Source: an optimization exercise on an open RTL-to-GDS flow (aim: small area, a short achievable clock period and few clock cycles). Production flows keep margins and buffers that such runs may drop.
In this exercise RTL edits were held to simulation tests only and were not proved equivalent to the original.
Power is estimated from default activity; no workload was simulated.

[flow/design.v]
module mips(clk,reset,im_addr,im_data,dm_addr,dm_wdata,dm_we,dm_rdata,wb_we,wb_addr,wb_data);
	input clk;
	input reset;
	output [31:0] im_addr;
	input [31:0] im_data;
	output [31:0] dm_addr;
	output [31:0] dm_wdata;
	output dm_we;
	input [31:0] dm_rdata;
	output wb_we;
	output [4:0] wb_addr;
	output [31:0] wb_data;
	reg [31:2] pc_f;
	reg [25:0] ir_d;
	reg        d_alur, d_sub, d_jr, d_ori, d_lui, d_lw, d_sw, d_beq, d_bl, d_j, d_link, d_writes;
	reg        d_urs, d_urt, d_same;
	reg [4:0]  d_dst;
	reg [31:0] raw_rs, raw_rt;             
	reg        fe_rs, fm_rs, fw_rs, fr_rs, fe_rt, fm_rt, fw_rt, fr_rt;
	reg [31:0] a_e, b_e, sd_e;
	reg        sub_e, or_e, wr_e, ld_e, st_e;
	reg [4:0]  dst_e;
	reg [31:0] r_m, sd_m;
	reg        wr_m, ld_m, st_m;
	reg [4:0]  dst_m;
	reg [31:0] d_w;
	reg        wr_w;
	reg [4:0]  a_w;
	wire [4:0] rs = ir_d[25:21];
	wire [4:0] rt = ir_d[20:16];
	wire [15:0] imm = ir_d[15:0];
	assign im_addr = {pc_f, 2'b00};
	wire [5:0] f_op = im_data[31:26];
	wire [5:0] f_fn = im_data[5:0];
	wire f_r    = (f_op == 6'd0);
	wire f_alur = f_r & f_fn[5];
	wire f_jr   = f_r & f_fn[3];
	wire f_ori  = (f_op == 6'd13);
	wire f_lui  = (f_op == 6'd15);
	wire f_lw   = (f_op == 6'd35);
	wire f_sw   = (f_op == 6'd43);
	wire f_beq  = (f_op == 6'd4);
	wire f_bl   = (f_op == 6'd24);
	wire f_j    = (f_op == 6'd2) | (f_op == 6'd3);
	wire f_link = (f_op == 6'd3) | f_bl;
	wire [4:0] f_dst = f_alur ? im_data[15:11] : f_link ? 5'd31 : im_data[20:16];
	reg [31:0] rf [1:31];
	wire [31:0] val_m = ld_m ? dm_rdata : r_m;
	wire [31:0] rf_wd = val_m & {32{~reset}};
	wire [31:1] rf_we = ({30'd0, wr_m} << (dst_m - 5'd1)) | {31{reset}};
	genvar gi;
	generate
		for (gi = 1; gi < 32; gi = gi + 1) begin : g_rf
			always @(posedge clk) begin
				if (rf_we[gi]) rf[gi] <= rf_wd;
			end
		end
	endgenerate
	wire stall = (ld_e & ((d_urs & fe_rs) | (d_urt & fe_rt))) |
	             (ld_m & (((d_beq | d_bl | d_jr) & fm_rs) | (d_beq & fm_rt))) |
	             (d_beq & ~d_same & (fe_rs | fe_rt)) |
	             (d_jr & fe_rs);
	wire [4:0] n_rs = stall ? rs : im_data[25:21];
	wire [4:0] n_rt = stall ? rt : im_data[20:16];
	wire [31:1] sel_rs = 31'd1 << (n_rs - 5'd1);
	wire [31:1] sel_rt = 31'd1 << (n_rt - 5'd1);
	reg [31:0] rd_rs, rd_rt;
	integer i;
	always @* begin
		rd_rs = 32'd0;
		rd_rt = 32'd0;
		for (i = 1; i < 32; i = i + 1) begin
			rd_rs = rd_rs | ({32{sel_rs[i]}} & rf[i]);
			rd_rt = rd_rt | ({32{sel_rt[i]}} & rf[i]);
		end
	end
	wire d_wrnz = d_writes & (d_dst != 5'd0);
	wire n_fe_rs = ~stall & d_wrnz & (d_dst == n_rs);
	wire n_fe_rt = ~stall & d_wrnz & (d_dst == n_rt);
	wire n_fm_rs = ~n_fe_rs & wr_e & (dst_e == n_rs);
	wire n_fm_rt = ~n_fe_rt & wr_e & (dst_e == n_rt);
	wire n_fw_rs = ~n_fe_rs & ~n_fm_rs & wr_m & (dst_m == n_rs);
	wire n_fw_rt = ~n_fe_rt & ~n_fm_rt & wr_m & (dst_m == n_rt);
	always @(posedge clk) begin
		raw_rs <= rd_rs;
		raw_rt <= rd_rt;
		fe_rs <= n_fe_rs;
		fm_rs <= n_fm_rs;
		fw_rs <= n_fw_rs;
		fr_rs <= ~(n_fe_rs | n_fm_rs | n_fw_rs);
		fe_rt <= n_fe_rt;
		fm_rt <= n_fm_rt;
		fw_rt <= n_fw_rt;
		fr_rt <= ~(n_fe_rt | n_fm_rt | n_fw_rt);
	end
	wire [31:0] res_e;
	wire [31:0] rs_x = ({32{fr_rs}} & raw_rs) | ({32{fm_rs}} & r_m) | ({32{fw_rs}} & d_w);
	wire [31:0] rt_x = ({32{fr_rt}} & raw_rt) | ({32{fm_rt}} & r_m) | ({32{fw_rt}} & d_w);
	wire [31:0] rs_v = ({32{fr_rs}} & raw_rs) | ({32{fm_rs}} & val_m) | ({32{fw_rs}} & d_w) | ({32{fe_rs}} & res_e);
	wire [31:0] rt_v = ({32{fr_rt}} & raw_rt) | ({32{fm_rt}} & val_m) | ({32{fw_rt}} & d_w) | ({32{fe_rt}} & res_e);
	wire [31:0] sum;
	add32 u_add(.a(a_e), .b(b_e), .ci(sub_e), .s(sum));
	wire [31:0] orv = a_e | b_e;
	assign res_e = or_e ? orv : sum;
	wire [31:0] pe = a_e ^ b_e;
	wire [31:0] oe = a_e | b_e;
	wire [31:0] ge = a_e & b_e;
	wire zero_e = or_e ? ~|orv : ~|(pe ^ {oe[30:0], sub_e});
	wire c31;
	carry31 u_c31(.g(ge[30:0]), .o(oe[30:0]), .ci(sub_e), .co(c31));
	wire sign_e = or_e ? orv[31] : pe[31] ^ c31;
	wire le_e = sign_e | zero_e;
	wire eq = d_same | (rs_x == rt_x);
	wire le = fe_rs ? le_e : rs_x[31] | (rs_x == 32'd0);
	wire taken = ~stall & ((d_beq & eq) | (d_bl & le));
	wire [31:2] seq = pc_f + 30'd1;
	wire [31:2] brt = pc_f + {{14{imm[15]}}, imm};
	wire [31:2] alt = stall ? pc_f :
	                  d_j ? {pc_f[31:28], ir_d[25:0]} :
	                  d_jr ? rs_x[31:2] : seq;
	always @(posedge clk) begin
		if (reset) pc_f <= 30'h00000c00;
		else pc_f <= taken ? brt : alt;
	end
	always @(posedge clk) begin
		if (reset) begin
			d_jr <= 1'b0;
			d_lw <= 1'b0;
			d_sw <= 1'b0;
			d_beq <= 1'b0;
			d_bl <= 1'b0;
			d_j <= 1'b0;
			d_writes <= 1'b0;
			d_urs <= 1'b0;
			d_urt <= 1'b0;
		end else if (!stall) begin
			d_jr <= f_jr;
			d_lw <= f_lw;
			d_sw <= f_sw;
			d_beq <= f_beq;
			d_bl <= f_bl;
			d_j <= f_j;
			d_writes <= f_alur | f_ori | f_lui | f_lw | f_link;
			d_urs <= f_alur | f_ori | f_lw | f_sw | f_beq | f_bl | f_jr;
			d_urt <= f_alur | f_sw | f_beq;
		end
	end
	always @(posedge clk) begin
		if (!stall) begin
			ir_d <= im_data[25:0];
			d_alur <= f_alur;
			d_sub <= f_fn[1];
			d_ori <= f_ori;
			d_lui <= f_lui;
			d_link <= f_link;
			d_dst <= f_dst;
			d_same <= (im_data[25:21] == im_data[20:16]);
		end
	end
	wire [31:0] imm_x = d_lui ? {imm, 16'd0} :
	                    d_ori ? {16'd0, imm} :
	                    d_link ? 32'd0 : {{16{imm[15]}}, imm};
	always @(posedge clk) begin
		a_e <= d_link ? {seq, 2'b00} : rs_v;
		b_e <= (d_alur ? rt_v : imm_x) ^ {32{d_alur & d_sub}};
		sd_e <= rt_v;
		sub_e <= d_alur & d_sub;
		or_e <= d_ori;
		dst_e <= d_dst;
	end
	always @(posedge clk) begin
		if (reset || stall) begin
			wr_e <= 1'b0;
			ld_e <= 1'b0;
			st_e <= 1'b0;
		end else begin
			wr_e <= d_wrnz;
			ld_e <= d_lw;
			st_e <= d_sw;
		end
	end
	always @(posedge clk) begin
		r_m <= res_e;
		sd_m <= sd_e;
		dst_m <= dst_e;
	end
	always @(posedge clk) begin
		if (reset) begin
			wr_m <= 1'b0;
			ld_m <= 1'b0;
			st_m <= 1'b0;
		end else begin
			wr_m <= wr_e;
			ld_m <= ld_e;
			st_m <= st_e;
		end
	end
	assign dm_addr = r_m;
	assign dm_wdata = sd_m;
	assign dm_we = st_m;
	always @(posedge clk) begin
		d_w <= val_m;
		a_w <= dst_m;
	end
	always @(posedge clk) begin
		if (reset) wr_w <= 1'b0;
		else wr_w <= wr_m;
	end
	assign wb_we = wr_w;
	assign wb_addr = a_w;
	assign wb_data = d_w;
endmodule
module add32(a, b, ci, s);
	input [31:0] a, b;
	input ci;
	output [31:0] s;
	wire [31:0] p = a ^ b;
	wire [31:0] g0 = a & b;
	wire [31:0] g1, p1, g2, p2, g3, p3, g4, p4, g5, p5;
	genvar k;
	generate
		for (k = 0; k < 32; k = k + 1) begin : lv
			if ((k & 1) != 0) begin
				assign g1[k] = g0[k] | (p[k] & g0[k-1]);
				assign p1[k] = p[k] & p[k-1];
			end else begin
				assign g1[k] = g0[k];
				assign p1[k] = p[k];
			end
			if ((k & 2) != 0) begin
				assign g2[k] = g1[k] | (p1[k] & g1[(k & ~1) - 1]);
				assign p2[k] = p1[k] & p1[(k & ~1) - 1];
			end else begin
				assign g2[k] = g1[k];
				assign p2[k] = p1[k];
			end
			if ((k & 4) != 0) begin
				assign g3[k] = g2[k] | (p2[k] & g2[(k & ~3) - 1]);
				assign p3[k] = p2[k] & p2[(k & ~3) - 1];
			end else begin
				assign g3[k] = g2[k];
				assign p3[k] = p2[k];
			end
			if ((k & 8) != 0) begin
				assign g4[k] = g3[k] | (p3[k] & g3[(k & ~7) - 1]);
				assign p4[k] = p3[k] & p3[(k & ~7) - 1];
			end else begin
				assign g4[k] = g3[k];
				assign p4[k] = p3[k];
			end
			if ((k & 16) != 0) begin
				assign g5[k] = g4[k] | (p4[k] & g4[(k & ~15) - 1]);
				assign p5[k] = p4[k] & p4[(k & ~15) - 1];
			end else begin
				assign g5[k] = g4[k];
				assign p5[k] = p4[k];
			end
		end
	endgenerate
	wire [32:0] c = {g5 | (p5 & {32{ci}}), ci};
	assign s = p ^ c[31:0];
endmodule
module carry31(g, o, ci, co);
	input [30:0] g, o;
	input ci;
	output co;
	wire [31:0] g0 = {g, ci};
	wire [31:0] o0 = {o, 1'b0};
	wire [15:0] g1, o1;
	wire [7:0] g2, o2;
	wire [3:0] g3, o3;
	wire [1:0] g4, o4;
	genvar k;
	generate
		for (k = 0; k < 16; k = k + 1) begin : l1
			assign g1[k] = g0[2*k+1] | (o0[2*k+1] & g0[2*k]);
			assign o1[k] = o0[2*k+1] & o0[2*k];
		end
		for (k = 0; k < 8; k = k + 1) begin : l2
			assign g2[k] = g1[2*k+1] | (o1[2*k+1] & g1[2*k]);
			assign o2[k] = o1[2*k+1] & o1[2*k];
		end
		for (k = 0; k < 4; k = k + 1) begin : l3
			assign g3[k] = g2[2*k+1] | (o2[2*k+1] & g2[2*k]);
			assign o3[k] = o2[2*k+1] & o2[2*k];
		end
		for (k = 0; k < 2; k = k + 1) begin : l4
			assign g4[k] = g3[2*k+1] | (o3[2*k+1] & g3[2*k]);
			assign o4[k] = o3[2*k+1] & o3[2*k];
		end
	endgenerate
	assign co = g4[1] | (o4[1] & g4[0]);
endmodule
[flow/run.sh]
#!/bin/bash
# synth_recipe.tcl (not shown) runs the flow's synth.tcl, then flattens the netlist and writes it again
# the make line also repeats each setting of config.mk as NAME=value (left out here)
make -C /OpenROAD-flow-scripts/flow DESIGN_CONFIG=/design/flow/config.mk WORK_HOME=/design/flow/orfs CLKGATE_MAP_FILE= SYNTH_SCRIPT=/design/flow/synth_recipe.tcl finish
[flow/config.mk]
export PLATFORM = sky130hd
export DESIGN_NAME = mips
export DESIGN_NICKNAME = mips
export VERILOG_FILES = /design/flow/design.v
export SDC_FILE = /design/flow/constraint.sdc
export NUM_CORES = 4
export LEC_CHECK = 0
export CAP_MARGIN = 20
export CORE_MARGIN = 2
export CORE_UTILIZATION = 50
export SETUP_SLACK_MARGIN = 5
export SLEW_MARGIN = 20
[flow/constraint.sdc]
create_clock -name core_clock -period 9.0 [get_ports {clk}]
set_input_delay 1.8000 -clock core_clock [delete_from_list [all_inputs] [get_ports {clk}]]
set_output_delay 1.8000 -clock core_clock [all_outputs]
set_load 0.01 [all_outputs]
==> impl_metrics.json, run 1 <==
{
  "period_minus_slack_ps": 4080,
  "worst_clock_skew_ps": 34.8,
  "async_reset_ff_share_pct": 0,
  "synth.lib_cells_used.distinct": 89,
  "cts.clk_slew.worst_paths_ps": 70,
  "clk_latency_ps": 800,
  "worst_path_dominant_cell_family": "simple AND/OR/NAND/NOR gates",
  "initial_utilization_pct": 50.4,
  "synth_mux_area_share_pct": 2.67,
  "crit_path_launch_type": "flop",
  "path_buf_inv": 4,
  "static-leakage-power_nw": 26.0,
  "tightest_slew_ps": 1200,
  "route.antenna.remaining_nets": 0,
  "setup.worst_path.start": "fe_rs",
  "routabilityCongestion": 1.03,
  "avgViaCountPerCell": 7.79,
  "maxSlewViolCount": 0,
  "grt_setup_unrepaired": "true",
  "critPathMaxStageDelay_ps": 510,
  "drt_iter0_markers": 12300,
  "clkSinkCount": 1355,
  "design.die.area_mm2": 0.125,
  "post_synth.cell_area_avg_um2": 12.5,
  "power_mw": 19.4,
  "boundaryPins": 201,
  "port_buffers": 198,
  "number_of_instances_in_the_placed_design": 6530,
  "cts_buffers": 143,
  "synth_xor_area_share_pct": 2.87,
  "combinational_family_with_the_most_area_after_synthesis": "compound AO/OA/AOI/OAI gates",
  "layout.nets": 5256,
  "achievable_freq_ghz": 0.245,
  "timing.hold.ws_ps": 323,
  "ctsLongestPathBuffers": 3,
  "relSlewSlack_pct": 20.0,
  "synthAdderAreaFrac_pct": 1.98,
  "worstHoldPathType": "reg -> reg",
  "path_max_fanout": 58,
  "final_cell_mix": "edfxtp_1 (1,028), a22oi_1 (389), dfxtp_1 (319), nand2_1 (302), a222oi_1 (202)",
  "post_route_cells_drive_above_1_share_pct": 12.5,
  "setup.worst_path.class": "reg -> reg",
  "yosys.area.top_type_share_pct": 50.4,
  "wire_per_inst_um": 43.2,
  "r2r-start": "fe_rs",
  "routed-via-count": 53500,
  "pin_count_of_the_biggest_net_entering_global_routing": 68,
  "layout.core_utilization_pct": 59.0,
  "mostFrequentLayoutCell": "edfxtp_1",
  "grt_first_pass_wirelength_um": 397000,
  "crit_chain": "buf_8, a22oi_1, o21ai_2, a211o_4, inv_16, buf_16, nand3_1, nand2_2, buf_4, a22oi_1, nand4_1, nor3_1, nand4_1",
  "worstSetupEndpointType": "flop",
  "gr-usage-all-layers_pct": 45.7,
  "timing.hold.worst.start": "sd_e[9]",
  "hold_violations": 0,
  "area_growth_pct": 17.1,
  "post-route-drc-count": 0,
  "post-dp-hpwl_um": 172000,
  "cts.hold.buffers_added": 0,
  "grt_pass1_vias": 48900,
  "netlist.top_cell.by_area": "edfxtp_1",
  "power.density_cell_area_mw_per_mm2": 270,
  "r2r_setup_slack_ps": 4920,
  "max_cap_violations": 0,
  "root_buffer": "clkbuf_16",
  "htreeDepth": 4,
  "critPathArrivalTime_ps": 4530,
  "yosys-top-cells-area": "edfxtp_1 (50%), dfxtp_1 (11%), a22oi_1 (4.8%), a222oi_1 (3.3%), a221oi_1 (2.5%)",
  "placeableCoreArea_mm2": 0.122,
  "synth-compound-area-share_pct": 19.4,
  "synth-seq-cells": 1355,
  "fin_crit_sh_pct": 45.3,
  "report.final.setup_viol": 0,
  "synth_enable_flop_cells": 1028,
  "synth_simple_gate_area_share_pct": 8.93,
  "worst_path_max_delay_cell": "nand4_1",
  "postSynthCellCount": 4903,
  "timing.setup.tns_ps": 0,
  "run_status": "no timing/DRC/antenna violations",
  "drt-pass1-iter-count": 14,
  "tritoncts_clock_tree": "done",
  "yosysSeqAreaShare_pct": 61.0,
  "max-vdd-ir-drop_uv": 204,
  "synth_top_flop_cell": "edfxtp_1",
  "warning_count_from_the_yosys_run": 2,
  "row_count": 128,
  "netlist_area_mm2": 0.0613,
  "finish.cell_count_without_fillers": 6870,
  "drt_wl_total_um": 297000,
  "die-height_um": 354,
  "floorplan.die.width_um": 354,
  "globalRoute.totalOverflow": 0,
  "grt_antenna_before_repair": 19,
  "cp_data_required_time_ps": 9450
}
-- repair_timing --
action                     in CTS  in global routing
cloned                          2                  4
pin swaps                      12                  5
setup endpoints to repair      85                 45
setup buffers                  29                  9
gates resized for setup        95                 32
-- worst reg2reg max path, cell delays in order, from the launching register on --
cell and delay (ps):
dfxtp_1 340, buf_8 280, a22oi_1 140, o21ai_2 220
a211o_4 300, inv_16 160, buf_16 280, nand3_1 100
nand2_2 270, buf_4 420, a22oi_1 330, nand4_1 120
nor3_1 270, nand4_1 510
-- power by group --
group          total (mW)  leakage [nW]  internal [mW]  switching [mW]
combinational        3.62          10.3           1.24            2.38
sequential           9.42          13.2           8.31            1.12
clock                6.31          2.43           3.67            2.64
-- registers in the layout, indices dropped and copies added, names as in the netlist, 5 cells and up --
name    cells
dst_e       5
ir_d       26
rf        992
sd_m       32
sd_e       32
raw_rs     32
dst_m       5
d_dst       5
r_m        32
d_w        32
raw_rt     32
b_e        32
pc_f       30
a_e        32
a_w         5
-- cell families (layout without fill, tap and decap cells) --
family          after synthesis  after routing
flops                      1355           1355
compound gates             1520           1522
xor+xnor                    201            201
buf+inv                     477            784
fa+ha+maj                    96             96
mux                         158            158
other cells                   1             34
simple gates               1095           1095
-- area by class of cell --
class / count / area [um^2]
Fill cell: 9740 / 50000
Sequential cell: 1355 / 37400
Multi-Input combinational cell: 3074 / 23100
Inverter: 133 / 518
Tap cell: 1625 / 2030
Clock buffer: 192 / 4000
Clock inverter: 72 / 940
Antenna cell: 32 / 80.1
Timing Repair Buffer: 387 / 3700
-- Yosys cell counts (36+ instances only) --
cell type and instances:
a211oi_1 41, a21o_1 36, a21oi_1 165, a221oi_1 176, a222oi_1 202, a22o_1 171, a22oi_1 390, buf_1 47
buf_2 54, clkbuf_1 235, dfxtp_1 327, edfxtp_1 1028, ha_1 94, inv_1 130, mux2_2 41, mux2i_1 116
nand2_1 329, nand3_1 143, nand4_1 173, nor2_1 160, nor2b_1 60, nor3_1 67, nor4_1 46, o21ai_0 101
xnor2_1 126, xor2_1 75
-- worst paths after layout --
kind                                    to  depth (start not counted)
worst min register to register     sd_m[9]                          0
worst min-delay path               sd_m[9]                          0
worst max-delay path            raw_rt[14]                         13
worst max register to register  raw_rt[14]                         13
-- per-layer routing --
layer	GRT usage [%]	wire length, um	up-vias	part of all wire [%]
met1	54.9	97400	25800	33
li1	-	-	20300	-
met5	0.340	85	-	0.029
met3	20.4	49100	1593	17
met4	32.7	27300	6	9.2
met2	65.3	123000	5769	41
-- stage by stage --
stage | instance area (um^2) | worst slack (ps)
4_1_cts | 71300 | 4930
5_1_grt | 71700 | 4960
6_report | 71800 | 4920
2_1_floorplan | 61300 | 5050
3_5_place_dp | 65700 | 2910
3_3_place_gp | 65700 | 2920
Testbench counts, summed over its fixed seeds: cycles 58,753.
==> inputs of run 2 (changes only) <==
--- a/flow/design.v
+++ b/flow/design.v
@@ -47,12 +47,11 @@
 	reg [31:0] rf [1:31];
 	wire [31:0] val_m = ld_m ? dm_rdata : r_m;
 	wire [31:0] rf_wd = val_m & {32{~reset}};
-	wire [31:1] rf_we = ({30'd0, wr_m} << (dst_m - 5'd1)) | {31{reset}};
 	genvar gi;
 	generate
 		for (gi = 1; gi < 32; gi = gi + 1) begin : g_rf
 			always @(posedge clk) begin
-				if (rf_we[gi]) rf[gi] <= rf_wd;
+				if ((wr_m && dst_m == gi) || reset) rf[gi] <= rf_wd;
 			end
 		end
 	endgenerate
@@ -60,38 +59,53 @@
 	             (ld_m & (((d_beq | d_bl | d_jr) & fm_rs) | (d_beq & fm_rt))) |
 	             (d_beq & ~d_same & (fe_rs | fe_rt)) |
 	             (d_jr & fe_rs);
-	wire [4:0] n_rs = stall ? rs : im_data[25:21];
-	wire [4:0] n_rt = stall ? rt : im_data[20:16];
-	wire [31:1] sel_rs = 31'd1 << (n_rs - 5'd1);
-	wire [31:1] sel_rt = 31'd1 << (n_rt - 5'd1);
+	wire [4:0] f_rs = im_data[25:21];
+	wire [4:0] f_rt = im_data[20:16];
 	reg [31:0] rd_rs, rd_rt;
 	integer i;
 	always @* begin
 		rd_rs = 32'd0;
 		rd_rt = 32'd0;
 		for (i = 1; i < 32; i = i + 1) begin
-			rd_rs = rd_rs | ({32{sel_rs[i]}} & rf[i]);
-			rd_rt = rd_rt | ({32{sel_rt[i]}} & rf[i]);
+			rd_rs = rd_rs | ({32{f_rs == i}} & rf[i]);
+			rd_rt = rd_rt | ({32{f_rt == i}} & rf[i]);
 		end
 	end
 	wire d_wrnz = d_writes & (d_dst != 5'd0);
-	wire n_fe_rs = ~stall & d_wrnz & (d_dst == n_rs);
-	wire n_fe_rt = ~stall & d_wrnz & (d_dst == n_rt);
-	wire n_fm_rs = ~n_fe_rs & wr_e & (dst_e == n_rs);
-	wire n_fm_rt = ~n_fe_rt & wr_e & (dst_e == n_rt);
-	wire n_fw_rs = ~n_fe_rs & ~n_fm_rs & wr_m & (dst_m == n_rs);
-	wire n_fw_rt = ~n_fe_rt & ~n_fm_rt & wr_m & (dst_m == n_rt);
+	wire f_fe_rs = d_wrnz & (d_dst == f_rs);
+	wire f_fe_rt = d_wrnz & (d_dst == f_rt);
+	wire f_fm_rs = ~f_fe_rs & wr_e & (dst_e == f_rs);
+	wire f_fm_rt = ~f_fe_rt & wr_e & (dst_e == f_rt);
+	wire f_fw_rs = ~f_fe_rs & ~f_fm_rs & wr_m & (dst_m == f_rs);
+	wire f_fw_rt = ~f_fe_rt & ~f_fm_rt & wr_m & (dst_m == f_rt);
+	wire s_fm_rs = wr_e & (dst_e == rs);
+	wire s_fm_rt = wr_e & (dst_e == rt);
+	wire s_fw_rs = ~s_fm_rs & wr_m & (dst_m == rs);
+	wire s_fw_rt = ~s_fm_rt & wr_m & (dst_m == rt);
 	always @(posedge clk) begin
-		raw_rs <= rd_rs;
-		raw_rt <= rd_rt;
-		fe_rs <= n_fe_rs;
-		fm_rs <= n_fm_rs;
-		fw_rs <= n_fw_rs;
-		fr_rs <= ~(n_fe_rs | n_fm_rs | n_fw_rs);
-		fe_rt <= n_fe_rt;
-		fm_rt <= n_fm_rt;
-		fw_rt <= n_fw_rt;
-		fr_rt <= ~(n_fe_rt | n_fm_rt | n_fw_rt);
+		if (stall) begin
+			raw_rs <= fw_rs ? d_w : raw_rs;
+			raw_rt <= fw_rt ? d_w : raw_rt;
+			fe_rs <= 1'b0;
+			fm_rs <= s_fm_rs;
+			fw_rs <= s_fw_rs;
+			fr_rs <= ~(s_fm_rs | s_fw_rs);
+			fe_rt <= 1'b0;
+			fm_rt <= s_fm_rt;
+			fw_rt <= s_fw_rt;
+			fr_rt <= ~(s_fm_rt | s_fw_rt);
+		end else begin
+			raw_rs <= rd_rs;
+			raw_rt <= rd_rt;
+			fe_rs <= f_fe_rs;
+			fm_rs <= f_fm_rs;
+			fw_rs <= f_fw_rs;
+			fr_rs <= ~(f_fe_rs | f_fm_rs | f_fw_rs);
+			fe_rt <= f_fe_rt;
+			fm_rt <= f_fm_rt;
+			fw_rt <= f_fw_rt;
+			fr_rt <= ~(f_fe_rt | f_fm_rt | f_fw_rt);
+		end
 	end
 	wire [31:0] res_e;
 	wire [31:0] rs_x = ({32{fr_rs}} & raw_rs) | ({32{fm_rs}} & r_m) | ({32{fw_rs}} & d_w);
@@ -154,7 +168,7 @@
 			d_lui <= f_lui;
 			d_link <= f_link;
 			d_dst <= f_dst;
-			d_same <= (im_data[25:21] == im_data[20:16]);
+			d_same <= (f_rs == f_rt);
 		end
 	end
 	wire [31:0] imm_x = d_lui ? {imm, 16'd0} :
--- a/flow/config.mk
+++ b/flow/config.mk
@@ -8,5 +8,8 @@
 export CAP_MARGIN = 20
 export CORE_MARGIN = 2
 export CORE_UTILIZATION = 50
+export CTS_BUF_LIST = sky130_fd_sc_hd__clkbuf_16
+export CTS_CLUSTER_DIAMETER = 80
+export CTS_CLUSTER_SIZE = 25
 export SETUP_SLACK_MARGIN = 5
 export SLEW_MARGIN = 20
==> run 2 against run 1 <==
Effect of this change: still clean; routed wire length is 4.2% higher; global-route usage is 2.0 points higher; fmax is 2.4% higher; sequential share of layout area is 2.7 points higher; cell count is 4.5% lower; combinational power hardly changed; clock power is 38% lower; synthesized area is 0.45% higher; core utilization is 2.1 points lower; worst hold slack better by 8.9 ps; largest power group unchanged.
==> impl_metrics.json, run 2 <==
{
  "run_status": "no timing/DRC/antenna violations",
  "post_synth.cell_area_avg_um2": 13.0,
  "cts_buffers": 73,
  "boundaryPins": 201,
  "seq_power_share_pct": 56.1,
  "synth_simple_gate_area_share_pct": 7.39,
  "tritoncts_clock_tree": "done",
  "postSynthCellCount": 4750,
  "synth-seq-cells": 1355,
  "area_growth_pct": 12.7,
  "ctsLongestPathBuffers": 3,
  "achievable_freq_ghz": 0.251,
  "crit_chain": "clkdlybuf4s50_1",
  "root_buffer": "clkbuf_16",
  "drt_wl_total_um": 309000,
  "synthAdderAreaFrac_pct": 1.95,
  "fin_crit_sh_pct": 44.3,
  "period_minus_slack_ps": 3980,
  "yosys-top-cells-area": "edfxtp_1 (53%), dfxtp_1 (8.6%), a22o_1 (4.9%), a221oi_1 (4.7%), a22oi_1 (3.7%)",
  "synth.lib_cells_used.distinct": 88,
  "worstSetupEndpointType": "primary output",
  "globalRoute.totalOverflow": 0,
  "net_switching_mw": 5.90,
  "placeableCoreArea_mm2": 0.122,
  "critPathArrivalTime_ps": 2180,
  "async_reset_ff_share_pct": 0,
  "initial_utilization_pct": 50.5,
  "max-vdd-ir-drop_uv": 185,
  "power.combinational.fraction_pct": 21.0,
  "htreeDepth": 3,
  "path_max_fanout": 5,
  "tightest_slew_ps": 1190,
  "design.die.area_mm2": 0.126,
  "grt_antenna_before_repair": 16,
  "routed-via-count": 53200,
  "clk_latency_ps": 720,
  "largest_register_ffs": 992,
  "routabilityCongestion": 1.05,
  "timing.setup.tns_ps": 0,
  "route.antenna.remaining_nets": 0,
  "drt-pass1-iter-count": 17,
  "post_route_cells_drive_above_1_share_pct": 10.7,
  "drt_iter0_markers": 12300,
  "path_depth": 1,
  "worst_path_max_delay_cell": "dfxtp_1",
  "yosysSeqAreaShare_pct": 61.8,
  "yosys.area.top_type_share_pct": 53.3,
  "clkSinkCount": 1355,
  "worst_path_dominant_cell_family": "flip-flops",
  "post-dp-hpwl_um": 171000,
  "internal_power_mw": 11.2,
  "yosys.cell_count.top_type": "edfxtp_1",
  "share_of_total_power_consumed_by_net_switching_pct": 34.4,
  "dr_wl_met3_um": 51900,
  "crit_path_launch_type": "flop",
  "setup.worst_path.class": "reg -> out",
  "layout.nets": 5024,
  "path_buf_inv": 1,
  "synth_commonest_cells": "edfxtp_1 (1,092), a22o_1 (344), a221oi_1 (328)",
  "min_path_cells": 0,
  "floorplan.die.width_um": 355,
  "synth_xor_area_share_pct": 2.85,
  "warning_count_from_the_yosys_run": 2,
  "synth-compound-area-share_pct": 21.7,
  "cp_data_required_time_ps": 7200,
  "synth_top_flop_cell": "edfxtp_1",
  "wl_met1_um": 101000,
  "r2r.worst_path.cells": 9,
  "synth_mux_area_share_pct": 1.41,
  "netlist_area_mm2": 0.0616,
  "critPathMaxStageDelay_ps": 810,
  "worst_clock_skew_ps": 33.2,
  "combinational_family_with_the_most_area_after_synthesis": "compound AO/OA/AOI/OAI gates",
  "wire_per_inst_um": 47.2,
  "maxSlewViolCount": 0,
  "synth_enable_flop_cells": 1092,
  "mostFrequentLayoutCell": "edfxtp_1",
  "report.final.setup_viol": 0,
  "max_cap_violations": 0,
  "hold_violations": 0,
  "power.density_cell_area_mw_per_mm2": 247,
  "met2RoutedLength_um": 124000,
  "port_buffers": 198,
  "row_count": 128,
  "gr-usage-all-layers_pct": 47.8,
  "clk_network_pwr_share_pct": 23.0,
  "power_mw": 17.1,
  "die-height_um": 355,
  "max_flop_register": "rf",
  "grt_setup_unrepaired": "true",
  "avgViaCountPerCell": 8.11,
  "netlist.top_cell.by_area": "edfxtp_1",
  "top_layer_used": "met5",
  "relSlewSlack_pct": 20.6,
  "cts.clk_slew.worst_paths_ps": 100,
  "final_cell_mix": "edfxtp_1 (1,092), a22o_1 (344), a221oi_1 (328), a22oi_1 (299), dfxtp_1 (256)",
  "pin_count_of_the_biggest_net_entering_global_routing": 93,
  "static-leakage-power_nw": 24.5,
  "grt_pass1_vias": 48500,
  "grt_first_pass_wirelength_um": 411000,
  "post-route-drc-count": 0,
  "cts.hold.buffers_added": 0,
  "worstHoldPathType": "reg -> reg"
}
## run 2: cell types whose count changed after synthesis, sizes merged, moves of 77 or more
cell    change
a22o      +173
a221oi    +152
nand2     -148
a222oi    -101
a22oi      -90
mux2i      -77
## run 2: final timing paths
kind         startpoint          end  slack, ps
max             d_w[15]  wb_data[15]       5020
min            sd_e[11]     sd_m[11]        330
max reg2reg       fw_rs     pc_f[13]       5060
min reg2reg    sd_e[11]     sd_m[11]        330
## run 2: what timing repair did
item / CTS / global route
endpoints found under the setup margin: 1393 / 650
gates cloned: 1 / 0
buffers inserted: 41 / 7
resized for setup: 92 / 41
pin swaps: 25 / 4
## run 2: cell type report
cell class	count	area (um^2)
diodes	18	45.0
repair buffers	383	3670
multi-input cells	2939	22700
clock inverters	50	478
inverters	111	432
flip-flops and latches	1355	38100
well taps	1625	2030
clock buffers	77	1930
fillers	9941	52600
## run 2: logic make-up after synthesis
kind of cell	after synthesis
buf+inv	458
other cells	1
compound gates	1663
mux	81
xor+xnor	200
simple gates	897
flops	1355
fa+ha+maj	95
## run 2: power by group through the flow
stage          Clock, mW  Sequential, mW  Combinational [mW]
2_1_floorplan          0            9.06                1.62
3_3_place_gp           0            9.62                3.34
3_5_place_dp           0            9.60                3.35
4_1_cts             3.91            9.46                3.39
5_1_grt             4.12            9.62                3.66
6_report            3.94            9.61                3.59
## run 2: layer usage
metal	global-route usage, %	up-vias
met2	67.1	5973
met5	1.02	-
met4	36.2	6
li1	-	19800
met1	57.1	25500
met3	21.8	1864
## run 2: through the flow
step	std cells	utilization (%)	cell area [um^2]	hold slack (ps)	worst slack (ps)
after global routing	6541	56.8	69300	337	4860
after floorplan	4751	-	61600	310	4870
after CTS	6533	56.7	69200	334	4980
after detailed placement	6364	54.1	66000	312	3480
after global placement	6363	54.1	66000	310	3500
final	6558	56.9	69400	331	5020
Testbench counts of run 2, summed over its fixed seeds: cycles 58,753.
==> inputs of run 3 (changes only) <==
==> flow/flow/run.sh (new file) <==
#!/bin/bash
set -euo pipefail
cd "$(dirname "$0")/.."
bash standard.sh SETUP_SLACK_MARGIN=5.6 finish > flow_make.log 2>&1
==> flow/standard.sh (new file) <==
#!/bin/bash
# synth_recipe.tcl (not shown) runs the flow's synth.tcl, then flattens the netlist and writes it again
# the make line also repeats each setting of config.mk as NAME=value (left out here)
make -C /OpenROAD-flow-scripts/flow DESIGN_CONFIG=/design/flow/config.mk WORK_HOME=/design/flow/orfs CLKGATE_MAP_FILE= SYNTH_SCRIPT=/design/flow/synth_recipe.tcl "${@:-finish}"
--- a/flow/config.mk
+++ b/flow/config.mk
@@ -11,5 +11,4 @@
 export CTS_BUF_LIST = sky130_fd_sc_hd__clkbuf_16
 export CTS_CLUSTER_DIAMETER = 80
 export CTS_CLUSTER_SIZE = 25
-export SETUP_SLACK_MARGIN = 5
 export SLEW_MARGIN = 20
removed: flow/run.sh
==> run 3 against run 2 <==
Effect of this change: still clean on timing, DRC and antenna; die area stayed put; synthesized area unchanged; sequential share of layout area decreased by 2.6 points; via count is 2.3% higher; final area is 5.9% higher; critical path depth grew 9; fmax rose by 10%; cell count increased by 1.8%; count of clock-buffer cells in the layout did not move; sequential power is 0.5% higher; clock power is essentially flat; first-iteration DRC count shrank 1.3%.
==> impl_metrics.json, run 3 <==
{
  "fin_crit_sh_pct": 40.3,
  "drt_wl_total_um": 326000,
  "r2r.worst_path.cells": 10,
  "routabilityCongestion": 1.03,
  "number_of_instances_in_the_placed_design": 6371,
  "worstHoldPathType": "reg -> reg",
  "root_buffer": "clkbuf_16",
  "mostFrequentLayoutCell": "edfxtp_1",
  "run_status": "no timing/DRC/antenna violations",
  "drt-pass1-iter-count": 17,
  "layout.nets": 5154,
  "seq_power_share_pct": 55.1,
  "max-vdd-ir-drop_uv": 208,
  "warning_count_from_the_yosys_run": 2,
  "critical-path-top-cell-by-count": "buf_12",
  "boundaryPins": 201,
  "yosys.cell_count.top_type": "edfxtp_1",
  "relSlewSlack_pct": 11.6,
  "postSynthCellCount": 4750,
  "ctsLongestPathBuffers": 3,
  "crit_chain": "buf_12, a222oi_1, xnor2_1, nand4_1, nor4_4, a41o_1, and2_4, nor2_2, buf_12, a221o_1",
  "critPathArrivalTime_ps": 4230,
  "die-height_um": 355,
  "cp_data_required_time_ps": 9610,
  "worst_path_max_delay_cell": "a222oi_1",
  "cts.clk_slew.worst_paths_ps": 100,
  "synth_top_flop_cell": "edfxtp_1",
  "yosys-top-cells-area": "edfxtp_1 (53%), dfxtp_1 (8.6%), a22o_1 (4.9%), a221oi_1 (4.7%), a22oi_1 (3.7%)",
  "post-route-drc-count": 0,
  "timing.final.ws_setup_ps": 5380,
  "synth.lib_cells_used.distinct": 88,
  "tightest_slew_ps": 1320,
  "max_cap_violations": 0,
  "pin_count_of_the_biggest_net_entering_global_routing": 65,
  "grt_antenna_before_repair": 22,
  "yosysSeqAreaShare_pct": 61.8,
  "synth_enable_flop_cells": 1092,
  "route.antenna.remaining_nets": 0,
  "maxSlewViolCount": 0,
  "globalRoute.totalOverflow": 0,
  "wire_per_inst_um": 48.8,
  "post_synth.cell_area_avg_um2": 13.0,
  "worstSetupEndpointType": "flop",
  "layout.core_utilization_pct": 60.2,
  "place_ws_ps": 3470,
  "synth_commonest_cells": "edfxtp_1 (1,092), a22o_1 (344), a221oi_1 (328)",
  "floorplan.die.width_um": 355,
  "static-leakage-power_nw": 26.4,
  "tritoncts_clock_tree": "done",
  "gr-usage-all-layers_pct": 50.0,
  "yosys.area.top_type_share_pct": 53.3,
  "row_count": 128,
  "largest_register_ffs": 992,
  "net_switching_mw": 6.11,
  "fillers": 9625,
  "final_cell_mix": "edfxtp_1 (1,092), a22o_1 (344), a22oi_1 (284), a221oi_2 (205)",
  "internal_power_mw": 11.4,
  "grt_first_pass_wirelength_um": 427000,
  "drt_iter0_markers": 12100,
  "max_flop_register": "rf",
  "hold_violations": 0,
  "cts_buffers": 73,
  "achievable_freq_ghz": 0.276,
  "htreeDepth": 3,
  "power.density_cell_area_mw_per_mm2": 239,
  "netlist_area_mm2": 0.0616,
  "netlist.top_cell.by_area": "edfxtp_1",
  "clkSinkCount": 1355,
  "clk_network_pwr_share_pct": 22.6,
  "cts.hold.buffers_added": 0,
  "min_path_cells": 0,
  "post-dp-hpwl_um": 182000,
  "setup.worst_path.class": "reg -> reg",
  "grt_pass1_vias": 49600,
  "area_growth_pct": 19.3,
  "power.combinational.fraction_pct": 22.3,
  "share_of_total_power_consumed_by_net_switching_pct": 34.8,
  "synth-seq-cells": 1355,
  "clk_latency_ps": 750,
  "async_reset_ff_share_pct": 0,
  "path_max_fanout": 53,
  "crit_path_launch_type": "flop",
  "post_route_cells_drive_above_1_share_pct": 20.9,
  "period_minus_slack_ps": 3620,
  "placeableCoreArea_mm2": 0.122,
  "worst_clock_skew_ps": 62.2,
  "initial_utilization_pct": 50.5,
  "timing.setup.tns_ps": 0,
  "port_buffers": 198,
  "report.final.setup_viol": 0,
  "design.die.area_mm2": 0.126,
  "critPathMaxStageDelay_ps": 680,
  "avgViaCountPerCell": 8.15,
  "finish.cell_count_without_fillers": 6678,
  "grt_setup_unrepaired": "true",
  "routed-via-count": 54400
}
==> run 3: cell counts after synthesis <==
No cell type changed its count.
==> run 3: critical path: cells and delay by family (launching register included) <==
family	cells	cell delay [ps]
xor+xnor	1	330
simple gates	4	940
flops	1	440
buf+inv	2	390
compound gates	3	1330
==> run 3: kinds of logic after synthesis <==
family | Yosys count | synth area share (%)
compound gates | 1663 | 21.7
xor+xnor | 200 | 2.85
fa+ha+maj | 95 | 1.95
buf+inv | 458 | 2.87
flops | 1355 | 61.8
mux | 81 | 1.41
other cells | 1 | 0.00609
simple gates | 897 | 7.39
==> run 3: metrics by stage <==
stage	hold WS [ps]	power, mW	cell area (um^2)
global placement	310	13.0	67400
floorplan	310	10.8	64600
finish	332	17.5	73500
detailed placement	312	13.0	67400
global route	336	17.8	73400
CTS	329	17.0	72300
==> run 3: worst paths after layout <==
kind,start,endpoint,slack [ps]
hold reg to reg,sd_e[21],sd_m[21],330
hold / removal,sd_e[21],sd_m[21],330
setup reg to reg,fm_rs,pc_f[30],5380
setup / recovery,fm_rs,pc_f[30],5380
==> run 3: area by class of cell <==
cell class	count	area [um^2]	area share, %
clock buffers	77	1930	2.62
clock inverters	40	468	0.637
repair inverters	1	8.76	0.0119
inverters	111	453	0.616
diodes	18	45.0	0.0613
repair buffers	512	5500	7.48
well taps	1625	2030	2.77
flip-flops and latches	1355	38400	52.2
multi-input cells	2939	24700	33.6
==> run 3: layer usage <==
metal	vias up	global-route usage [%]	part of all wire, %
met5	-	1.43	0.12
met4	22	38.1	11
met3	1816	21.2	16
met2	6110	70.4	40
met1	26300	60.5	33
li1	20100	-	-
==> run 3: repair_timing <==
item | CTS | global route
pin swaps | 57 | 36
endpoints found under the setup margin | 2161 | 316
gates cloned | 8 | 2
resized for setup | 549 | 160
buffers inserted | 110 | 51
==> run 3: power groups by stage <==
| stage | sequential (mW) | clock (mW) | combinational (mW) |
|---|---|---|---|
| detailed placement | 9.68 | 0 | 3.34 |
| CTS | 9.54 | 3.93 | 3.55 |
| finish | 9.66 | 3.97 | 3.91 |
| global route | 9.69 | 4.13 | 3.95 |
| global placement | 9.69 | 0 | 3.34 |
| floorplan | 9.12 | 0 | 1.68 |
==> inputs of run 4 (changes only) <==
--- a/flow/config.mk
+++ b/flow/config.mk
@@ -7,7 +7,7 @@
 export LEC_CHECK = 0
 export CAP_MARGIN = 20
 export CORE_MARGIN = 2
-export CORE_UTILIZATION = 50
+export CORE_UTILIZATION = 58
 export CTS_BUF_LIST = sky130_fd_sc_hd__clkbuf_16
 export CTS_CLUSTER_DIAMETER = 80
 export CTS_CLUSTER_SIZE = 25
==> run 4 against run 3 <==
Effect of this change: still clean; sequential share of layout area is 0.69 points higher; worst hold slack lost 3.9 ps; die area fell by 14%; count of clock-buffer cells in the layout is 8 lower; combinational power is 2% lower; register-to-register slack better by 90 ps; critical path type is now in -> reg; first-iteration DRC count grew 14%; core utilization rose by 8.7 points; non-clock buffer count is 12 lower; final area shrank 1.3%; synthesized cell count did not move.
==> impl_metrics.json, run 4 <==
{
  "synth_commonest_cells": "edfxtp_1 (1,092), a22o_1 (344), a221oi_1 (328)",
  "post_synth.cell_area_avg_um2": 13.0,
  "clk_network_pwr_share_pct": 20.7,
  "synth-seq-cells": 1355,
  "gr-usage-all-layers_pct": 53.8,
  "cts.clk_slew.worst_paths_ps": 100,
  "static-leakage-power_nw": 26.2,
  "power.combinational.fraction_pct": 22.6,
  "netlist.top_cell.by_area": "edfxtp_1",
  "hold_violations": 0,
  "period_minus_slack_ps": 3550,
  "drt_iter0_markers": 13900,
  "postSynthCellCount": 4750,
  "wire_per_inst_um": 47.0,
  "layout.nets": 5139,
  "max_cap_violations": 0,
  "power.density_cell_area_mw_per_mm2": 235,
  "area_growth_pct": 17.7,
  "avgViaCountPerCell": 8.51,
  "floorplan.die.width_um": 330,
  "boundaryPins": 201,
  "power_mw": 17.0,
  "async_reset_ff_share_pct": 0,
  "globalRoute.totalOverflow": 0,
  "seq_power_share_pct": 56.7,
  "post-route-cell-area_mm2": 0.0725,
  "post-route-drc-count": 0,
  "ctsLongestPathBuffers": 3,
  "worstHoldPathType": "reg -> reg",
  "maxSlewViolCount": 0,
  "mostFrequentLayoutCell": "edfxtp_1",
  "register_area_mm2": 0.0383,
  "yosysSeqAreaShare_pct": 61.8,
  "initial_utilization_pct": 58.5,
  "crit_path_launch_type": "input pin",
  "routabilityCongestion": 1.02,
  "grt_pass1_vias": 49800,
  "netlist_area_mm2": 0.0616,
  "yosys.cell_count.top_type": "edfxtp_1",
  "grt_setup_unrepaired": "true",
  "relSlewSlack_pct": 21.0,
  "synth_top_flop_cell": "edfxtp_1",
  "report.final.setup_viol": 0,
  "tritoncts_clock_tree": "done",
  "share_of_total_power_consumed_by_net_switching_pct": 34.6,
  "net_switching_mw": 5.89,
  "row_count": 119,
  "drt-pass1-iter-count": 17,
  "post-dp-hpwl_um": 167000,
  "critPathMaxStageDelay_ps": 620,
  "max_flop_register": "rf",
  "worstSetupEndpointType": "flop",
  "clkSinkCount": 1355,
  "internal_power_mw": 11.1,
  "yosys-top-cells-area": "edfxtp_1 (53%), dfxtp_1 (8.6%), a22o_1 (4.9%), a221oi_1 (4.7%), a22oi_1 (3.7%)",
  "route.antenna.remaining_nets": 0,
  "design.die.area_mm2": 0.109,
  "yosys.area.top_type_share_pct": 53.3,
  "drt_wl_total_um": 301000,
  "pin_count_of_the_biggest_net_entering_global_routing": 81,
  "worst_clock_skew_ps": 52.7,
  "routed-via-count": 54600,
  "run_status": "no timing/DRC/antenna violations",
  "fin_crit_sh_pct": 39.5,
  "crit_chain": "clkbuf_4, nand3_2, nor2_4, buf_6, a22o_1, a221oi_1, nand4_1, o32a_1",
  "largest_register_ffs": 992,
  "grt_first_pass_wirelength_um": 400000,
  "tightest_slew_ps": 1180,
  "path_max_fanout": 22,
  "multi_input_comb_area_mm2": 0.0247,
  "die-height_um": 330,
  "timing.hold.ws_ps": 328,
  "max-vdd-ir-drop_uv": 255,
  "clk_latency_ps": 730,
  "post_route_cells_drive_above_1_share_pct": 20.3,
  "synth.lib_cells_used.distinct": 88,
  "achievable_freq_ghz": 0.282,
  "grt_antenna_before_repair": 25,
  "placeableCoreArea_mm2": 0.105,
  "worst_path_max_delay_cell": "nor2_4",
  "fillers": 7340,
  "critPathArrivalTime_ps": 4130,
  "warning_count_from_the_yosys_run": 2,
  "final_cell_mix": "edfxtp_1 (1,092), a22o_1 (344), a22oi_1 (282), a221oi_2 (198), buf_4 (180)",
  "port_buffers": 198,
  "post_dp_cell_area_mm2": 0.0670,
  "htreeDepth": 3,
  "setup.worst_path.class": "in -> reg",
  "root_buffer": "clkbuf_16",
  "cp_data_required_time_ps": 9580,
  "cts_buffers": 68,
  "synth_enable_flop_cells": 1092,
  "timing.setup.tns_ps": 0
}
==> run 4: worst paths after layout <==
| path | from | cells past startpoint | slack [ps] | end |
|---|---|---|---|---|
| worst max register to register | raw_rs[25] | 12 | 5470 | pc_f[9] |
| worst max-delay path | im_data[23] | 8 | 5450 | raw_rs[4] |
| worst min register to register | sd_e[25] | 0 | 330 | sd_m[25] |
| worst min-delay path | sd_e[25] | 0 | 330 | sd_m[25] |
==> run 4: cell families after synthesis <==
kind of cell               synth area share [%]
adders and majority gates                  1.95
AOI/OAI and AO/OA                          21.7
DFF                                        61.8
muxes                                      1.41
other                                   0.00609
xor gates and xnor gates                   2.85
buffers and inverters                      2.87
and+or+nand+nor                            7.39
==> run 4: timing repair <==
action                     in CTS  in global routing
pin swaps                      49                 48
resized for setup             548                150
buffers inserted              109                 54
setup endpoints to repair    1863                964
hold buffers                    0                  0
cloned                          3                  7
==> run 4: worst max-delay path, delay by kind of cell <==
family / cells / cell delay (ps)
simple gates: 3 / 1030
buf+inv: 2 / 740
compound gates: 3 / 490
==> run 4: stage by stage <==
step                      worst slack, ps  instances  utilization [%]
after global routing                 5450       6403             68.8
after detailed placement             3640       6126             63.7
after CTS                            5410       6334             67.7
after floorplan                      4870       4751                -
after global placement               3660       6125             63.6
final                                5450       6417             68.9
==> run 4: power groups by stage <==
stage                     sequential, mW  combinational, mW  clock [mW]
after floorplan                     9.12               1.68           0
after global placement              9.64               3.31           0
after detailed placement            9.63               3.33           0
after CTS                           9.52               3.49        3.49
after global routing                9.67               3.88        3.68
final                               9.66               3.85        3.53
==> run 4: area by class of cell <==
type                            instances  area share (%)
Timing Repair Buffer                  500            7.19
Timing Repair inverter                  1          0.0121
Multi-Input combinational cell       2941            34.1
Sequential cell                      1355            52.9
Antenna cell                           22          0.0759
Clock buffer                           69            2.38
Inverter                              111           0.608
Clock inverter                         27           0.335
Tap cell                             1391            2.40
==> run 4: metal layers <==
metal,track usage [%],vias to the layer above,share of wire [%]
met3,27.5,2150,18
met4,43.7,28,11
met2,73.2,6613,39
li1,-,20100,-
met1,63.2,25800,31
met5,3.52,-,0.21
==> inputs of run 5 (changes only) <==
==> flow/flow/run.sh (replaced) <==
#!/bin/bash
set -euo pipefail
cd "$(dirname "$0")/.."
bash standard.sh SETUP_SLACK_MARGIN=5.45 finish > flow_make.log 2>&1
--- a/flow/config.mk
+++ b/flow/config.mk
@@ -7,7 +7,7 @@
 export LEC_CHECK = 0
 export CAP_MARGIN = 20
 export CORE_MARGIN = 2
-export CORE_UTILIZATION = 58
+export CORE_UTILIZATION = 50
 export CTS_BUF_LIST = sky130_fd_sc_hd__clkbuf_16
 export CTS_CLUSTER_DIAMETER = 80
 export CTS_CLUSTER_SIZE = 25
==> run 5 against run 4 <==
Effect of this change: sequential share of layout area is 1.2 points higher; setup slack got worse by 72 ps; synthesized cell count unchanged; synthesized area is the same; critical path type unchanged; highest routed layer unchanged.
==> impl_metrics.json, run 5 <==
{
  "ctsLongestPathBuffers": 3,
  "die-height_um": 355,
  "post-route-cell-area_mm2": 0.0708,
  "warning_count_from_the_yosys_run": 2,
  "post-dp-hpwl_um": 171000,
  "yosys-top-cells-area": "edfxtp_1 (53%), dfxtp_1 (8.6%), a22o_1 (4.9%), a221oi_1 (4.7%), a22oi_1 (3.7%)",
  "cp_data_required_time_ps": 9450,
  "routed-via-count": 53400,
  "synth.lib_cells_used.distinct": 88,
  "netlist_area_mm2": 0.0616,
  "design.die.area_mm2": 0.126,
  "boundaryPins": 201,
  "synth-seq-cells": 1355,
  "gr-usage-all-layers_pct": 47.2,
  "crit_path_launch_type": "input pin",
  "cts_buffers": 73,
  "yosysSeqAreaShare_pct": 61.8,
  "area_growth_pct": 15.0,
  "placeableCoreArea_mm2": 0.122,
  "achievable_freq_ghz": 0.276,
  "hold_violations": 0,
  "power.density_cell_area_mw_per_mm2": 246,
  "path_max_fanout": 18,
  "place_ws_ps": 3610,
  "report.final.setup_viol": 0,
  "tightest_slew_ps": 1160,
  "synth_top_flop_cell": "edfxtp_1",
  "grt_pass1_vias": 48700,
  "min_path_cells": 0,
  "r2r.worst_path.cells": 11,
  "worst_clock_skew_ps": 38.0,
  "drt_wl_total_um": 306000,
  "drt-pass1-iter-count": 15,
  "power_mw": 17.4,
  "synth_commonest_cells": "edfxtp_1 (1,092), a22o_1 (344), a221oi_1 (328)",
  "max-vdd-ir-drop_uv": 182,
  "post_synth.cell_area_avg_um2": 13.0,
  "critPathArrivalTime_ps": 4080,
  "post_dp_cell_area_mm2": 0.0662,
  "netlist.top_cell.by_area": "edfxtp_1",
  "grt_first_pass_wirelength_um": 408000,
  "static-leakage-power_nw": 25.1,
  "relSlewSlack_pct": 21.9,
  "yosys.cell_count.top_type": "edfxtp_1",
  "fin_crit_sh_pct": 40.3,
  "wire_per_inst_um": 46.2,
  "yosys.area.top_type_share_pct": 53.3,
  "clk_latency_ps": 720,
  "globalRoute.totalOverflow": 0,
  "root_buffer": "clkbuf_16",
  "cts.hold.buffers_added": 0,
  "grt-busiest-layer": "met2",
  "grt.met3_usage_pct": 21.3,
  "setup.worst_path.class": "in -> reg",
  "pin_count_of_the_biggest_net_entering_global_routing": 83,
  "floorplan.die.width_um": 355,
  "grt_antenna_before_repair": 15,
  "synth_enable_flop_cells": 1092,
  "grt.met1_usage_pct": 57.0,
  "max_cap_violations": 0,
  "row_count": 128,
  "htreeDepth": 3,
  "tritoncts_clock_tree": "done",
  "timing.setup.tns_ps": 0,
  "largest_register_ffs": 992,
  "grt_setup_unrepaired": "true",
  "cts.clk_slew.worst_paths_ps": 90,
  "timing.final.ws_setup_ps": 5380,
  "avgViaCountPerCell": 8.05,
  "route.antenna.remaining_nets": 0,
  "drt_iter0_markers": 12600,
  "initial_utilization_pct": 50.5,
  "maxSlewViolCount": 0,
  "postSynthCellCount": 4750,
  "final_cell_mix": "edfxtp_1 (1,092), a22o_1 (344), a221oi_1 (309), a22oi_1 (294), buf_4 (194)",
  "clkSinkCount": 1355,
  "post_route_cells_drive_above_1_share_pct": 15.4,
  "port_buffers": 198,
  "period_minus_slack_ps": 3620,
  "run_status": "no timing/DRC/antenna violations",
  "worstSetupEndpointType": "flop",
  "routabilityCongestion": 1.03,
  "async_reset_ff_share_pct": 0,
  "worstHoldPathType": "reg -> reg",
  "max_flop_register": "rf",
  "post-route-drc-count": 0,
  "mostFrequentLayoutCell": "edfxtp_1",
  "layout.nets": 5103,
  "gr-usage-met2_pct": 66.4
}
[run 5: cell counts after synthesis]
No cell type changed its count.
[run 5: cell type report]
cell class                 instances  area, um^2
clock buffer                      76        1900
fill                            9848       51300
clock inverter                    47         444
sequential                      1355       38300
antenna                           16        40.0
inverter                         111         449
multi-input combinational       2940       23200
timing repair buffer             461        4420
tap                             1625        2030
[run 5: per-stage QoR]
| stage | hold WS, ps | utilization [%] | std cells |
|---|---|---|---|
| 6_report | 331 | 58.0 | 6631 |
| 5_1_grt | 337 | 58.0 | 6617 |
| 4_1_cts | 334 | 57.4 | 6576 |
| 3_5_place_dp | 312 | 54.2 | 6369 |
| 3_3_place_gp | 311 | 54.2 | 6368 |
| 2_1_floorplan | 310 | - | 4751 |
[run 5: path summary, 6_finish.rpt]
kind	to	slack, ps	start
setup / recovery	raw_rs[13]	5380	im_data[25]
hold / removal	sd_m[15]	330	sd_e[15]
setup reg to reg	pc_f[30]	5410	fr_rs
hold reg to reg	sd_m[15]	330	sd_e[15]
[run 5: kinds of logic (layout without fill, tap and decap cells)]
logic type,Yosys count,count (layout),synth area share (%)
compound gates,1663,1664,21.7
xor+xnor,200,200,2.85
fa+ha+maj,95,95,1.95
buf+inv,458,695,2.87
flops,1355,1355,61.8
mux,81,81,1.41
other cells,1,18,0.00609
simple gates,897,898,7.39
[run 5: layer usage]
layer / vias up / wire length [um]
met5: - / 246
met2: 5941 / 123000
met4: 12 / 30700
met1: 25700 / 101000
li1: 20000 / -
met3: 1763 / 51600
[run 5: critical path: stages]
cell and delay, ps:
buf_2 200, or3b_4 330, nor2_4 50, buf_4 260, buf_8 280, a22o_1 270, a221oi_1 250, nand4_1 170
o32a_1 410
[run 5: power by group]
| group | internal, mW | total [mW] | switching, mW |
|---|---|---|---|
| combinational | 1.30 | 3.86 | 2.56 |
| sequential | 8.42 | 9.61 | 1.18 |
| clock | 1.68 | 3.91 | 2.23 |
| total | 11.4 | 17.4 | 5.97 |
[run 5: repair_timing]
action	in CTS	in global routing
setup buffers	81	39
pin swaps	38	13
cloned	3	0
resized for setup	302	104
endpoints found under the setup margin	939	478

port drivers added, routing unchanged:
In the flow no input, the clock included, has a driving cell. The finished layouts below were timed again as built, in two steps. Step 1, drivers: a clkbuf_16 drives clk and a buf_2 each remaining input, both assumed. Step 2 adds t to the input delays and takes it off the output delays; t is the mean of the earliest and latest rising clock arrival at the registers after step 1. Input paths then give back, and output paths get back, about the clock's delay inside the block. a / b / c = ideal ports / drivers / drivers and shift; a / b = the first two.
| run | shift t [ns] | setup WS [ns] | worst register clock-pin slew, ns | cell pins on the clock port's net |
|---|---|---|---|---|
| run 1 | 0.861 | 4.921 / 4.921 / 4.169 | 0.07 / 0.07 | 1 |
| run 2 | 0.786 | 5.015 / 4.934 / 4.289 | 0.10 / 0.10 | 1 |
| run 3 | 0.794 | 5.376 / 5.376 / 4.762 | 0.12 / 0.12 | 1 |
| run 4 | 0.771 | 5.449 / 5.468 / 4.718 | 0.11 / 0.11 | 1 |
| run 5 | 0.778 | 5.377 / 5.369 / 4.654 | 0.11 / 0.11 | 1 |
After both steps every run listed still meets setup and hold. The setup slack of run 1, which loses most, moves by 0.000 ns with the drivers and by -0.752 ns with both steps.
